What follows belongs to an exercise in optimizing a design on an open flow for small area and a short achievable clock period; a production flow would make more cautious choices.
The RTL was checked by simulation tests, not by an equivalence proof against the original design.
Power and IR drop assume default switching activity.

oak:
==> flow/design.v (excerpt) <==
module map_data_structure #(
    parameter KEY_WIDTH = 16,
    parameter VALUE_WIDTH = 16,
    parameter MAP_SIZE = 32
)(
    input wire clk,
    input wire reset,
    input wire [KEY_WIDTH-1:0] key_in,
    input wire [VALUE_WIDTH-1:0] value_in,
    input wire [1:0] op,  
    input wire valid_in,
    output wire ready_out,
    output wire [VALUE_WIDTH-1:0] value_out,
    output wire valid_out,
    input wire ready_in
);
make LEC_CHECK=0 CAP_MARGIN=20 CORE_MARGIN=2 CORE_UTILIZATION=60 CTS_BUF_LIST=sky130_fd_sc_hd__clkbuf_16 CTS_CLUSTER_DIAMETER=100 CTS_CLUSTER_SIZE=30 PLACE_DENSITY=0.72 SETUP_SLACK_MARGIN=3.75 SLEW_MARGIN=20 SYNTH_HIERARCHICAL=1 SYNTH_MINIMUM_KEEP_SIZE=0 finish   # period 10.0 ns
run.sh (not shown) runs the stock make flow with config.mk's settings and CLKGATE_MAP_FILE= SYNTH_SCRIPT=/design/flow/synth_recipe.tcl, a recipe that flattens the netlist after the stock synthesis.
oak went all the way through the flow, and no timing, DRC or antenna check failed.
Inputs modified between oak and pine:
--- a/flow/config.mk
+++ b/flow/config.mk
@@ -13,3 +13,2 @@
 export CTS_CLUSTER_SIZE = 30
-export PLACE_DENSITY = 0.72
 export SETUP_SLACK_MARGIN = 3.75
pine vs oak, beginning of the critical path: key_in[8] vs key_in[10]. Critical path's slowest cell = sky130_fd_sc_hd__clkdlybuf4s15_1: oak; critical path's slowest cell = sky130_fd_sc_hd__nor2_2: pine. [compare] base=oak new=pine: clock power grew by about 2%; final area went up by about 0.8%; number of synthesized flops with an enable pin flat; first-pass GRT wire length rose by about 3%; normalized max-slew margin shows an increase of 0.35 points. Compared with oak, cell count in pine increased slightly.
[inputs] birch vs pine
--- a/flow/config.mk
+++ b/flow/config.mk
@@ -10,6 +10,6 @@
 export CORE_UTILIZATION = 60
-export CTS_BUF_LIST = sky130_fd_sc_hd__clkbuf_16
-export CTS_CLUSTER_DIAMETER = 100
-export CTS_CLUSTER_SIZE = 30
-export SETUP_SLACK_MARGIN = 3.75
+export CTS_BUF_LIST = sky130_fd_sc_hd__clkbuf_8
+export CTS_CLUSTER_DIAMETER = 60
+export CTS_CLUSTER_SIZE = 16
+export SETUP_SLACK_MARGIN = 4
 export SLEW_MARGIN = 20
### Flow results
No stage failed in birch, and the final checks on the layout all came back clean. On hold slack, the higher figure sits with pine, not birch. When birch is measured against pine, its non-filler instance count after layout turns out 161 higher. pine consumes less power than birch.
Input-level comparison between maple and birch:
--- a/flow/config.mk
+++ b/flow/config.mk
@@ -13,3 +13,3 @@
 export CTS_CLUSTER_SIZE = 16
-export SETUP_SLACK_MARGIN = 4
+export SETUP_SLACK_MARGIN = 3.5
 export SLEW_MARGIN = 20
### Flow results
- maple ended up with a lower fmax than birch did.
- birch -> maple: total nets after synthesis delta 0, exact match
- maple: worst hold slack is 0.013 ns higher than what birch reported.
- Going from birch to maple, first-pass GRT wire length shrank by 9.5%; total met2 wirelength after detailed routing shrank by about 9%; final period demand of the worst path grew by 0.48 ns; met3 track demand over resource shrank by 0.85 points.
- Design area delta (maple − birch): favourable
- Diff birch -> maple: wire length lower, ratio of total power to cell area higher.

---

map_data_structure, a different RTL version from the one above (not shown whole).
For scale: roughly 2300 cells after synthesis, ~1100 flip-flops, ~41000 µm² of cells after synthesis.
clock: 10.0 ns
lec_check: 0
cap_margin: 20
core_margin: 2
core_utilization: 60
cts_buf_list: sky130_fd_sc_hd__clkbuf_8
cts_cluster_diameter: 60
cts_cluster_size: 16
setup_slack_margin: 4.5
slew_margin: 20
synth_hierarchical: 1
synth_minimum_keep_size: 0
Next try:
- SETUP_SLACK_MARGIN: 4.5 -> 3
The changed run ran to the end with no violations.
Sequential power stays flat.
Wire length went down by 13%.
Die area is unchanged.
Worst setup slack gets worse by 570 ps.
Synthesized cell count stays the same.
Count of clock-buffer cells in the layout went down by 2.
Global-route usage went down by 2.1 points.
Cell count went down by about 3.4%.
Clock skew barely changes.
First-iteration DRC count went down by about 14%.
Next try:
- SETUP_SLACK_MARGIN: 3 -> 4
Result: Global-route usage increases by 1.5 points; area after synthesis does not change; design area went up by 5.4%.
Next try:
- CTS_BUF_LIST: sky130_fd_sc_hd__clkbuf_8 -> sky130_fd_sc_hd__clkbuf_16
- CTS_CLUSTER_DIAMETER: 60 -> 100
- CTS_CLUSTER_SIZE: 16 -> 30
Outcome:
- The changed run passed the timing, design-rule and antenna checks
- area after synthesis is unchanged
- hold slack barely changes
- core utilization fell by 0.45 points
- die area does not change
- wire length fell by 1.8%
- cell area fell by 0.63%
- global-route usage rose by 0.17 points
- combinational power is about the same
- fmax barely changes
- sequential share of layout area rose by 0.42 points

---

map_data_structure again, from the RTL that the note above started with.
clock: 10.0 ns
lec_check: 0
cap_margin: 20
core_margin: 2
core_utilization: 60
cts_buf_list: sky130_fd_sc_hd__clkbuf_16
cts_cluster_diameter: 100
cts_cluster_size: 30
place_density: 0.72
setup_slack_margin: 4
slew_margin: 20
synth_hierarchical: 1
synth_minimum_keep_size: 0
Then changed:
CORE_UTILIZATION = 68   (was 60)
PLACE_DENSITY = unset   (was 0.72)
SETUP_SLACK_MARGIN = 4.25   (was 4)
After rerunning: The new run completed with no timing, DRC or antenna violations; global-route usage rises by 5.8 points; power came out higher by about 0.6%; clock-buffer cell count stays the same; design area rose by 2.0%.
Then changed:
CORE_UTILIZATION = 72   (was 68)
CTS_BUF_LIST = sky130_fd_sc_hd__clkbuf_8   (was sky130_fd_sc_hd__clkbuf_16)
CTS_CLUSTER_DIAMETER = 60   (was 100)
CTS_CLUSTER_SIZE = 16   (was 30)
SETUP_SLACK_MARGIN = 4   (was 4.25)
The changed run completed with no timing, DRC or antenna violations.
Via count grows by 2.3%.
Global-route usage increases by 2.4 points.
Synthesized cell count does not change.

---

RTL: one of the versions met above, not the one the previous note started from.
For scale: about 1100 flip-flops, ~56 I/O pins, ~41000 um^2 of cells after synthesis.
==> flow/design.v (excerpt) <==
module map_data_structure #(
    parameter KEY_WIDTH = 16,
    parameter VALUE_WIDTH = 16,
    parameter MAP_SIZE = 32
)(
    input wire clk,
    input wire reset,
    input wire [KEY_WIDTH-1:0] key_in,
    input wire [VALUE_WIDTH-1:0] value_in,
    input wire [1:0] op,  
    input wire valid_in,
    output wire ready_out,
    output wire [VALUE_WIDTH-1:0] value_out,
    output wire valid_out,
    input wire ready_in
);
Settings: LEC_CHECK=0, CAP_MARGIN=20, CORE_MARGIN=2, CORE_UTILIZATION=60, CTS_BUF_LIST=sky130_fd_sc_hd__clkbuf_16, CTS_CLUSTER_DIAMETER=100, CTS_CLUSTER_SIZE=30, PLACE_DENSITY=0.7, SETUP_SLACK_MARGIN=4, SLEW_MARGIN=20, SYNTH_HIERARCHICAL=1, SYNTH_MINIMUM_KEEP_SIZE=0; clock period 10.0 ns.
Edit:
--- a/flow/config.mk
+++ b/flow/config.mk
@@ -13,4 +13,4 @@
 export CTS_CLUSTER_SIZE = 30
-export PLACE_DENSITY = 0.7
-export SETUP_SLACK_MARGIN = 4
+export PLACE_DENSITY = 0.65
+export SETUP_SLACK_MARGIN = 3.75
 export SLEW_MARGIN = 20
=>
- The new run finished with timing, DRC and antenna clean
- cell count fell by 2.7%
- critical path depth does not change
- sequential power hardly moves
- clock power is about the same
- worst setup slack loses 0.098 ns
- synthesized cell count stays the same
- sequential share of layout area rose by 3.1 points
Edit:
--- a/flow/config.mk
+++ b/flow/config.mk
@@ -13,3 +13,3 @@
 export CTS_CLUSTER_SIZE = 30
-export PLACE_DENSITY = 0.65
+export PLACE_DENSITY = 0.85
 export SETUP_SLACK_MARGIN = 3.75
Result: Cell count rises by 0.62%. Setup slack degrades by 0.38 ns. Wire length falls by 1.1%. Total power rises by 0.50%. Design area barely changes.

---

== v26 ==
map_data_structure, a different RTL version from the one above (not shown whole).
Size in the first run: ~4100 cells after synthesis, ~56 I/O pins.
export LEC_CHECK = 0
export ABC_AREA = 1
export CAP_MARGIN = 20
export CORE_MARGIN = 2
export CORE_UTILIZATION = 60
export CTS_BUF_LIST = sky130_fd_sc_hd__clkbuf_8
export CTS_CLUSTER_DIAMETER = 60
export CTS_CLUSTER_SIZE = 18
export SETUP_SLACK_MARGIN = 4.5
export SLEW_MARGIN = 20
create_clock -name core_clock -period 10.0 [get_ports {clk}]
diff inputs: v26 => v59
# v26
export LEC_CHECK = 0
export ABC_AREA = 1
export CAP_MARGIN = 20
export CORE_MARGIN = 2
export CORE_UTILIZATION = 60
export CTS_BUF_LIST = sky130_fd_sc_hd__clkbuf_8
export CTS_CLUSTER_DIAMETER = 60
export CTS_CLUSTER_SIZE = 18
export SETUP_SLACK_MARGIN = 4.5
export SLEW_MARGIN = 20
create_clock -name core_clock -period 10.0 [get_ports {clk}]
# v59
export LEC_CHECK = 0
export CAP_MARGIN = 20
export CORE_MARGIN = 2
export CORE_UTILIZATION = 45
export CTS_BUF_LIST = sky130_fd_sc_hd__clkbuf_4 sky130_fd_sc_hd__clkbuf_8
export SETUP_SLACK_MARGIN = 4
export SLEW_MARGIN = 20
create_clock -name core_clock -period 10.0 [get_ports {clk}]
[summary]
- [v59] signal arrival time at the worst endpoint rose 330 ps relative to v26
- v26 → v59: count of clock-net buffers in the final layout went up by 159, wire length per cell after detailed routing went up by 7.4%.
Edits applied to the flow inputs when going from v59 to v41:
# v59
export LEC_CHECK = 0
export CAP_MARGIN = 20
export CORE_MARGIN = 2
export CORE_UTILIZATION = 45
export CTS_BUF_LIST = sky130_fd_sc_hd__clkbuf_4 sky130_fd_sc_hd__clkbuf_8
export SETUP_SLACK_MARGIN = 4
export SLEW_MARGIN = 20
create_clock -name core_clock -period 10.0 [get_ports {clk}]
# v41
export LEC_CHECK = 0
export ABC_CLOCK_PERIOD_IN_PS = 4000
export CAP_MARGIN = 20
export CORE_MARGIN = 2
export CORE_UTILIZATION = 60
export CTS_BUF_LIST = sky130_fd_sc_hd__clkbuf_8
export SETUP_SLACK_MARGIN = 4
export SLEW_MARGIN = 20
create_clock -name core_clock -period 10.0 [get_ports {clk}]
Notes after the runs:
Compared with v59, v41 shows count of buffers not belonging to the clock network in the layout lower by 4. v41 vs. v59: final worst slack went up by 82 ps. The lower initial standard-cell utilization of the core came out of v59. v41 vs v59 — fmax climbed slightly. Die size: v41 is under v59. Relative to v59, the internal power summed over all cells measured on v41 has decreased by a few percent. A launch point of the critical path of key_in[2] is what v41 shows, while key_in[8] belongs to v59.
For v5, these inputs were changed with respect to v41:
# v41
export LEC_CHECK = 0
export ABC_CLOCK_PERIOD_IN_PS = 4000
export CAP_MARGIN = 20
export CORE_MARGIN = 2
export CORE_UTILIZATION = 60
export CTS_BUF_LIST = sky130_fd_sc_hd__clkbuf_8
export SETUP_SLACK_MARGIN = 4
export SLEW_MARGIN = 20
create_clock -name core_clock -period 10.0 [get_ports {clk}]
# v5
export LEC_CHECK = 0
export ABC_AREA = 1
export CAP_MARGIN = 20
export CORE_MARGIN = 2
export CORE_UTILIZATION = 60
export CTS_BUF_LIST = sky130_fd_sc_hd__clkbuf_16
export CTS_CLUSTER_DIAMETER = 60
export CTS_CLUSTER_SIZE = 30
export SETUP_SLACK_MARGIN = 4
export SLEW_MARGIN = 20
create_clock -name core_clock -period 10.0 [get_ports {clk}]
### Flow results
On share of total power in combinational logic, the lower figure sits with v41, not v5.
On compound-cell area share of the yosys netlist, the lower figure sits with v41, not v5.
STATUS routed wire length: v5 loses against v41
[v5 vs v41] routed wire length on met2: higher in v5
Relative to v41, the final cell area reported for v5 is higher.
Cells: v5 has more instances than v41
Going from v41 to v5, total of clock buffers placed in the layout decreased by 54% relative to the old numbers, core utilization decreased by 3.2 points relative to the old numbers, final-layout clock-cell area share decreased by 0.75 points relative to the old numbers.
Comparing v41 and v5, peak clock frequency supported by timing is lower on v41.

[separate check: timing with driven ports]
Ports are ideal in the flow. The routed layouts listed here were re-timed in OpenROAD. Step 1, drivers: a clkbuf_16 drives clk and a buf_2 each remaining input, both assumed. Step 2 also shifts input and output timing later by t, the mid clock arrival at the registers, as if the neighbouring blocks saw the same clock. Three values: ideal ports, drivers, drivers and shift; two values: the first two.
run	shift t [ns]	slack for setup (ns)	clock arrival spread, ns	pins driven straight from the clock port
oak	0.688	3.793 / 3.553 / 3.553	0.019 / 0.019	1
pine	0.692	3.733 / 3.578 / 3.578	0.026 / 0.026	1
birch	0.760	3.892 / 3.693 / 3.693	0.041 / 0.041	1
maple	0.751	3.413 / 3.183 / 3.183	0.046 / 0.046	1
the first run of note 2	0.774	3.633 / 3.426 / 3.426	0.034 / 0.035	1
the second run of note 2	0.744	3.061 / 2.856 / 2.856	0.033 / 0.033	1
the third run of note 2	0.746	3.590 / 3.387 / 3.387	0.036 / 0.036	1
the fourth run of note 2	0.674	3.593 / 3.406 / 3.406	0.041 / 0.041	1
the first run of note 3	0.674	3.575 / 3.402 / 3.402	0.030 / 0.029	1
the second run of note 3	0.682	3.654 / 3.515 / 3.515	0.042 / 0.041	1
the third run of note 3	0.763	3.696 / 3.507 / 3.507	0.064 / 0.064	1
the first run of note 4	0.676	3.872 / 3.714 / 3.714	0.031 / 0.031	1
the second run of note 4	0.680	3.774 / 3.598 / 3.598	0.038 / 0.038	1
the third run of note 4	0.676	3.391 / 3.274 / 3.274	0.039 / 0.039	1
v26	0.778	3.833 / 3.756 / 3.756	0.033 / 0.033	1
v59	0.889	3.503 / 3.243 / 3.243	0.067 / 0.067	1
v41	0.875	3.585 / 3.326 / 3.326	0.041 / 0.041	1
v5	0.714	3.927 / 3.866 / 3.866	0.042 / 0.041	1
After both steps setup and hold are still met in every run listed. For v59, which loses most, drivers alone change the setup slack by -0.260 ns; drivers and shift together by -0.260 ns.
